This is an optimization exercise on Yosys and OpenROAD, whose aim is small area, a short achievable clock period and few clock cycles, not a production implementation. In this exercise RTL edits were held to simulation tests only and were not proved equivalent to the original. Power figures rest on the tool's default switching activity, not on a simulated workload.

build 67:
Design vsa16, start of the top module:
module vsa16(clock, rst, PC, instruction, ALUOutput, datain, dataout, wr);
    input         clock;
    input         rst;
    output [11:0] PC;
    input  [15:0] instruction;
    output [15:0] ALUOutput;
    input  [15:0] datain;
    output [15:0] dataout;
    output        wr;
    reg [10:0] pc_q;                 
    reg [15:0] R1, R2, R3;           
    reg [15:0] xp;                   
    reg [15:0] xg;                   
    reg [3:0]  xf;                   
    reg        x_we;                 
    reg        x_ld;                 
    reg [1:0]  x_rd;
    reg        wr;                   
    reg [1:0]  x_rs2;                
    assign PC = {pc_q, 1'b0};
    wire [15:0] p = xp;
    wire [15:0] g = xg;
    reg  [15:0] pg, pp;              
    integer     l, k;
    always @(*) begin
        pg = g;
        pp = p;
        for (l = 0; l < 4; l = l + 1)
            for (k = 15; k >= 0; k = k - 1)
                if ((k >> l) & 1) begin
                    pg[k] = pg[k] | (pp[k] & pg[((k >> l) << l) - 1]);
                    pp[k] = pp[k] & pp[((k >> l) << l) - 1];
                end
    end
    wire [15:0] sum = p ^ {pg[14:0], 1'b0};
    assign ALUOutput = sum;
    wire [15:0] res = ({16{xf[0]}} & sum)
                    | ({16{xf[1]}} & g)
                    | ({16{xf[2]}} & p)
                    | ({16{xf[3]}} & {1'b0, xp[15:1]});
    wire [15:0] wdata = x_ld ? datain : res;
    reg [15:0] sd;
    always @(*) begin
        case (x_rs2)
            2'd1: sd = R1;
            2'd2: sd = R2;
            2'd3: sd = R3;
            default: sd = 16'd0;
        endcase
    end
    assign dataout = sd;
    wire [2:0]  op  = instruction[2:0];
    wire [1:0]  rs1 = instruction[4:3];
    wire [1:0]  rs2 = instruction[6:5];
    wire [1:0]  rd  = instruction[8:7];
    wire [2:0]  fn  = instruction[11:9];    
    wire [15:0] imm = {{7{instruction[15]}}, instruction[15:7]};
    wire is_lw   = op == 3'd0;
    wire is_sw   = op == 3'd1;
    wire is_beqz = op == 3'd2;
    wire is_rr   = op == 3'd3;
    wire is_addi = op == 3'd4;
    wire is_subi = op == 3'd5;
    wire fwd1 = x_we && x_rd == rs1;
    wire fwd2 = x_we && x_rd == rs2;
    reg [15:0] A, B;
  ...
Size: about 100 flip-flops, roughly 79 I/O pins, about 6700 µm² of cells after synthesis.
==> flow/config.mk <==
export PLATFORM = sky130hd
export DESIGN_NAME = vsa16
export DESIGN_NICKNAME = vsa16
export VERILOG_FILES = /design/flow/design.v
export SDC_FILE = /design/flow/constraint.sdc
export NUM_CORES = 4
export LEC_CHECK = 0
export ABC_AREA = 1
export CAP_MARGIN = 20
export CORE_MARGIN = 2
export CORE_UTILIZATION = 40
export CTS_BUF_LIST = sky130_fd_sc_hd__clkbuf_8
export SETUP_SLACK_MARGIN = 3.2
export SLEW_MARGIN = 20
==> flow/constraint.sdc <==
create_clock -name core_clock -period 7.0 [get_ports {clock}]
set_input_delay 1.4000 -clock core_clock [delete_from_list [all_inputs] [get_ports {clock}]]
set_output_delay 1.4000 -clock core_clock [all_outputs]
set_load 0.01 [all_outputs]
standard.sh (not shown) runs the stock make flow with config.mk's settings and CLKGATE_MAP_FILE= SYNTH_SCRIPT=/design/flow/synth_recipe.tcl, a recipe that flattens the netlist after the stock synthesis.
==> flow/flow/run.sh <==
#!/bin/bash
# Standard ORFS layout (the standard.sh, unchanged synthesis), with two
# placement/sizing settings changed:
#  - port buffers are plain buf cells instead of the platform's default
#    delay-buffer choice;
#  - the resizer may swap cells across footprints (MATCH_CELL_FOOTPRINT=0),
#    so port buffers and other cells can be sized to the timing they see.
# Every tool's output is in orfs/logs/ (one log per ORFS step); make's own
# output is in flow_make.log.
set -euo pipefail
bash standard.sh MATCH_CELL_FOOTPRINT=0 \
  "BUFFER_PORTS_ARGS=-buffer_cell sky130_fd_sc_hd__buf_1" \
  finish > flow_make.log 2>&1
Testbench counts of build 67, summed over its fixed seeds: cycles 22,626.
### build 67 -> build 91
# build 67
export LEC_CHECK = 0
export ABC_AREA = 1
export CAP_MARGIN = 20
export CORE_MARGIN = 2
export CORE_UTILIZATION = 40
export CTS_BUF_LIST = sky130_fd_sc_hd__clkbuf_8
export SETUP_SLACK_MARGIN = 3.2
export SLEW_MARGIN = 20
create_clock -name core_clock -period 7.0 [get_ports {clock}]
# build 91
export LEC_CHECK = 0
export ABC_AREA = 1
export CAP_MARGIN = 20
export CORE_MARGIN = 2
export CORE_UTILIZATION = 40
export CTS_BUF_LIST = sky130_fd_sc_hd__clkbuf_4 sky130_fd_sc_hd__clkbuf_8
export SETUP_SLACK_MARGIN = 3.4
export SLEW_MARGIN = 20
create_clock -name core_clock -period 7.0 [get_ports {clock}]
[summary]
- Sum of routed wire segments on met1 (build 91 vs. build 67) decreases slightly
- Worst setup slack is lower on build 67
- For build 91, the critical path class was reg2out, unlike build 67, where it was in2reg.
- Looking at worst-case headroom to the max-slew limit across build 91 and build 67, the one that comes out lower is build 67.
- From build 67 to build 91 the numbers moved as follows: via count essentially unchanged; combined global-route utilization of all metal layers essentially unchanged.
- Looking at power share of the clock group, build 91 sits 1.0 points higher than build 67 does.
- | wire length of the first global-routing pass | build 67 vs build 91 | ≈ equal |
Relative to build 91, the following input files were edited for build 75:
# build 91
export LEC_CHECK = 0
export ABC_AREA = 1
export CAP_MARGIN = 20
export CORE_MARGIN = 2
export CORE_UTILIZATION = 40
export CTS_BUF_LIST = sky130_fd_sc_hd__clkbuf_4 sky130_fd_sc_hd__clkbuf_8
export SETUP_SLACK_MARGIN = 3.4
export SLEW_MARGIN = 20
create_clock -name core_clock -period 7.0 [get_ports {clock}]
# build 75
export LEC_CHECK = 0
export ABC_AREA = 1
export CAP_MARGIN = 20
export CORE_MARGIN = 2
export CORE_UTILIZATION = 55
export CTS_BUF_LIST = sky130_fd_sc_hd__clkbuf_8
export SETUP_SLACK_MARGIN = 3.6
export SLEW_MARGIN = 20
create_clock -name core_clock -period 7.0 [get_ports {clock}]
[summary]
For number of buffers inserted for hold repair after clock tree synthesis, build 75 and build 91 come out practically identical. Diff build 91 and build 75: period utilization lower in build 75. Taking build 91 as the reference, in build 75 via count of the first global-routing pass has increased; minimum period implied by the final worst setup slack now smaller; cell area has increased.
Edits applied to the flow inputs when going from build 75 to build 79:
# build 75
export LEC_CHECK = 0
export ABC_AREA = 1
export CAP_MARGIN = 20
export CORE_MARGIN = 2
export CORE_UTILIZATION = 55
export CTS_BUF_LIST = sky130_fd_sc_hd__clkbuf_8
export SETUP_SLACK_MARGIN = 3.6
export SLEW_MARGIN = 20
create_clock -name core_clock -period 7.0 [get_ports {clock}]
# build 79
export LEC_CHECK = 0
export ABC_AREA = 1
export CAP_MARGIN = 20
export CORE_MARGIN = 2
export CORE_UTILIZATION = 40
export CTS_BUF_LIST = sky130_fd_sc_hd__clkbuf_8
export SETUP_SLACK_MARGIN = 3.5
export SLEW_MARGIN = 20
create_clock -name core_clock -period 7.0 [get_ports {clock}]
--- outcome ---
~same count of flip-flops with a built-in enable after synthesis in build 79 and build 75. Setup slack in build 79 is smaller than in build 75. In build 79 relative to build 75, total number of placement rows had gone up by more than 10%. Build 79 vs. build 75: number of clock sinks roughly the same; routed wire length shows an increase of 4.9%; peak supply drop decreased by about 45% relative to the old numbers; area enclosed by the die boundary grew by about 36%; fmax -about 1.7%. On build 79: slew at the pin closest to its max-slew limit is 0.070 ns lower than what build 75 gave.

* * *

## sierra
Starting RTL as in the previous note.
## vsa16
module vsa16(clock, rst, PC, instruction, ALUOutput, datain, dataout, wr);
    input         clock;
    input         rst;
    output [11:0] PC;
    input  [15:0] instruction;
    output [15:0] ALUOutput;
    input  [15:0] datain;
    output [15:0] dataout;
    output        wr;
    reg [10:0] pc_q;                 
    reg [15:0] R1, R2, R3;           
    reg [15:0] xp;                   
    reg [15:0] xg;                   
    reg [3:0]  xf;                   
    reg        x_we;                 
    reg        x_ld;                 
    reg [1:0]  x_rd;
    reg        wr;                   
    reg [1:0]  x_rs2;                
    assign PC = {pc_q, 1'b0};
    wire [15:0] p = xp;
    wire [15:0] g = xg;
    reg  [15:0] pg, pp;              
    integer     l, k;
    always @(*) begin
        pg = g;
        pp = p;
        for (l = 0; l < 4; l = l + 1)
            for (k = 15; k >= 0; k = k - 1)
                if ((k >> l) & 1) begin
                    pg[k] = pg[k] | (pp[k] & pg[((k >> l) << l) - 1]);
                    pp[k] = pp[k] & pp[((k >> l) << l) - 1];
                end
    end
    wire [15:0] sum = p ^ {pg[14:0], 1'b0};
    assign ALUOutput = sum;
    wire [15:0] res = ({16{xf[0]}} & sum)
                    | ({16{xf[1]}} & g)
                    | ({16{xf[2]}} & p)
                    | ({16{xf[3]}} & {1'b0, xp[15:1]});
    wire [15:0] wdata = x_ld ? datain : res;
    reg [15:0] sd;
    always @(*) begin
        case (x_rs2)
            2'd1: sd = R1;
            2'd2: sd = R2;
  ...
==> flow/config.mk <==
export PLATFORM = sky130hd
export DESIGN_NAME = vsa16
export DESIGN_NICKNAME = vsa16
export VERILOG_FILES = /design/flow/design.v
export SDC_FILE = /design/flow/constraint.sdc
export NUM_CORES = 4
export LEC_CHECK = 0
export ABC_AREA = 1
export CAP_MARGIN = 20
export CORE_MARGIN = 2
export CORE_UTILIZATION = 40
export CTS_BUF_LIST = sky130_fd_sc_hd__clkbuf_4 sky130_fd_sc_hd__clkbuf_8
export SETUP_SLACK_MARGIN = 3.6
export SLEW_MARGIN = 20
==> flow/constraint.sdc <==
create_clock -name core_clock -period 7.0 [get_ports {clock}]
set_input_delay 1.4000 -clock core_clock [delete_from_list [all_inputs] [get_ports {clock}]]
set_output_delay 1.4000 -clock core_clock [all_outputs]
set_load 0.01 [all_outputs]
Scripts as last shown in full above: flow/flow/run.sh
sierra was carried through to the last stage, and its layout satisfied the timing, DRC and antenna checks.
Testbench counts of sierra, summed over its fixed seeds: cycles 22,626.
What ember does differently from sierra at the input level:
- CTS_BUF_LIST changed from sky130_fd_sc_hd__clkbuf_4 sky130_fd_sc_hd__clkbuf_8 to sky130_fd_sc_hd__clkbuf_8
- SETUP_SLACK_MARGIN changed from 3.6 to 3.8
--- outcome ---
- Every run (sierra and ember) finished clean.
- sierra vs ember, master of the slowest instance on the critical path: dfxtp_2 vs dfxtp_4
- [compare] base=sierra new=ember: worst setup slack after placement -110 ps, worst-case headroom to the max-slew limit +0.69 points.
- Highest attainable clock frequency of ember exceeds that of sierra slightly.
- Compared to sierra, ember has non-clock buffer count 3 higher.
- ember against sierra: sequential power neither gained nor lost much; slack of the critical path picked up an extra 30 ps; total DRC errors in the routed layout neither gained nor lost much.
### ember -> yarrow
- a change of SETUP_SLACK_MARGIN from 3.8 to 3.6
Notes after the runs:
- yarrow -> ember: share of synthesized area occupied by flip-flops and latches delta 0, exact match
- Compared with ember, yarrow shows last weighted congestion value of the routability-driven placer that has gone down slightly.
- Per the comparison of yarrow with ember, power saw a decrease; clock group share of total power -1.7 points; fmax fell by about 0.9%; combinational fraction of design power +0.4 points; top-level I/O count essentially unchanged.
- ember vs yarrow, timing endpoint of the critical path: ALUOutput[11] vs ALUOutput[9]
- On number of buffers outside the clock class in the layout: yarrow sits below ember.
- The busiest metal layer after global routing comes out met2 in one run and met1 in the other, namely in ember and yarrow respectively.
- Final-layout non-clock buffer area share: yarrow vs ember down 0.55 points
- The aggregate routed wire length in yarrow was higher than what ember gave.
[inputs] onyx vs yarrow
- changing SETUP_SLACK_MARGIN from 3.6 to 3.7
Results
Diff yarrow..onyx | buffer depth of the longest clock path | unchanged
Floorplan die area: onyx vs yarrow identical
Re design area: onyx and yarrow aren't equal, and the higher value belongs to onyx.
Power: onyx higher than yarrow
Part of the total power dissipated in sequential elements in onyx is 2.5 points lower than in yarrow
Met3 track demand over resource: onyx vs yarrow up 1.4 points
Delta (onyx minus yarrow): worst setup slack about even, total global-route track usage saw little to no change, minimum setup slack after placement went up by 85 ps.
Going from yarrow to onyx, the layout overhead on the synthesized area was found to have gone up by 1.2 points.
Portion of the clock cycle consumed by the worst path in the final layout of onyx is on par with yarrow.
What indigo does differently from onyx at the input level:
- changing SETUP_SLACK_MARGIN from 3.7 to 3.4
==> comparison <==
indigo went all the way through synthesis, placement and routing and the layout is clean on timing, DRC and antenna.
| post-DP HPWL | higher: indigo |
Fraction of standard cell area that is sequential: indigo and onyx compared, higher one is indigo
The estimated power of indigo ends up lower than the estimate for onyx.
Compared with onyx, indigo shows wire length on met1 higher by 230 um.
Changes observed in indigo relative to onyx: combinational power shows a reduction of 5.9%, wire length of the first global-routing pass moved down, slew at the pin closest to its max-slew limit +76 ps.
Synthesized instance count: indigo vs onyx identical
Diff onyx..indigo | global-route usage | negligible
On indigo: met1 usage in global routing is 0.66 points higher than what onyx gave.

port drivers added, routing unchanged:
How much do the figures lean on ideal ports? The routed layouts below were timed once more, with nothing changed but the port constraints. Step 1 assumes that a clkbuf_16 drives the clock port and a buf_2 every other input. Step 2 adds t to the input delays and takes it off the output delays; t is the mean of the earliest and latest rising clock arrival at the registers after step 1. Input paths then give back, and output paths get back, about the clock's delay inside the block. Three values: no drivers, after step 1, after step 2; two values: the first two.
run	shift t [ns]	setup WS [ns]	worst setup path after step 2	slew at the worst register clock pin (ns)
build 67	0.424	3.537 / 3.512 / 3.118	input to register	0.10 / 0.10
build 91	0.425	3.554 / 3.515 / 3.241	input to register	0.10 / 0.10
build 75	0.401	3.674 / 3.640 / 3.314	input to register	0.10 / 0.10
build 79	0.427	3.617 / 3.578 / 3.208	input to register	0.10 / 0.10
sierra	0.428	3.669 / 3.630 / 3.320	input to register	0.10 / 0.10
ember	0.429	3.699 / 3.656 / 3.545	input to register	0.10 / 0.10
yarrow	0.427	3.671 / 3.632 / 3.329	input to register	0.10 / 0.10
onyx	0.437	3.673 / 3.632 / 3.409	input to register	0.11 / 0.11
indigo	0.425	3.557 / 3.519 / 3.207	input to register	0.10 / 0.10
After both steps setup and hold are still met in every run listed. The setup slack of build 67, which loses most, moves by -0.025 ns with the drivers and by -0.419 ns with both steps.
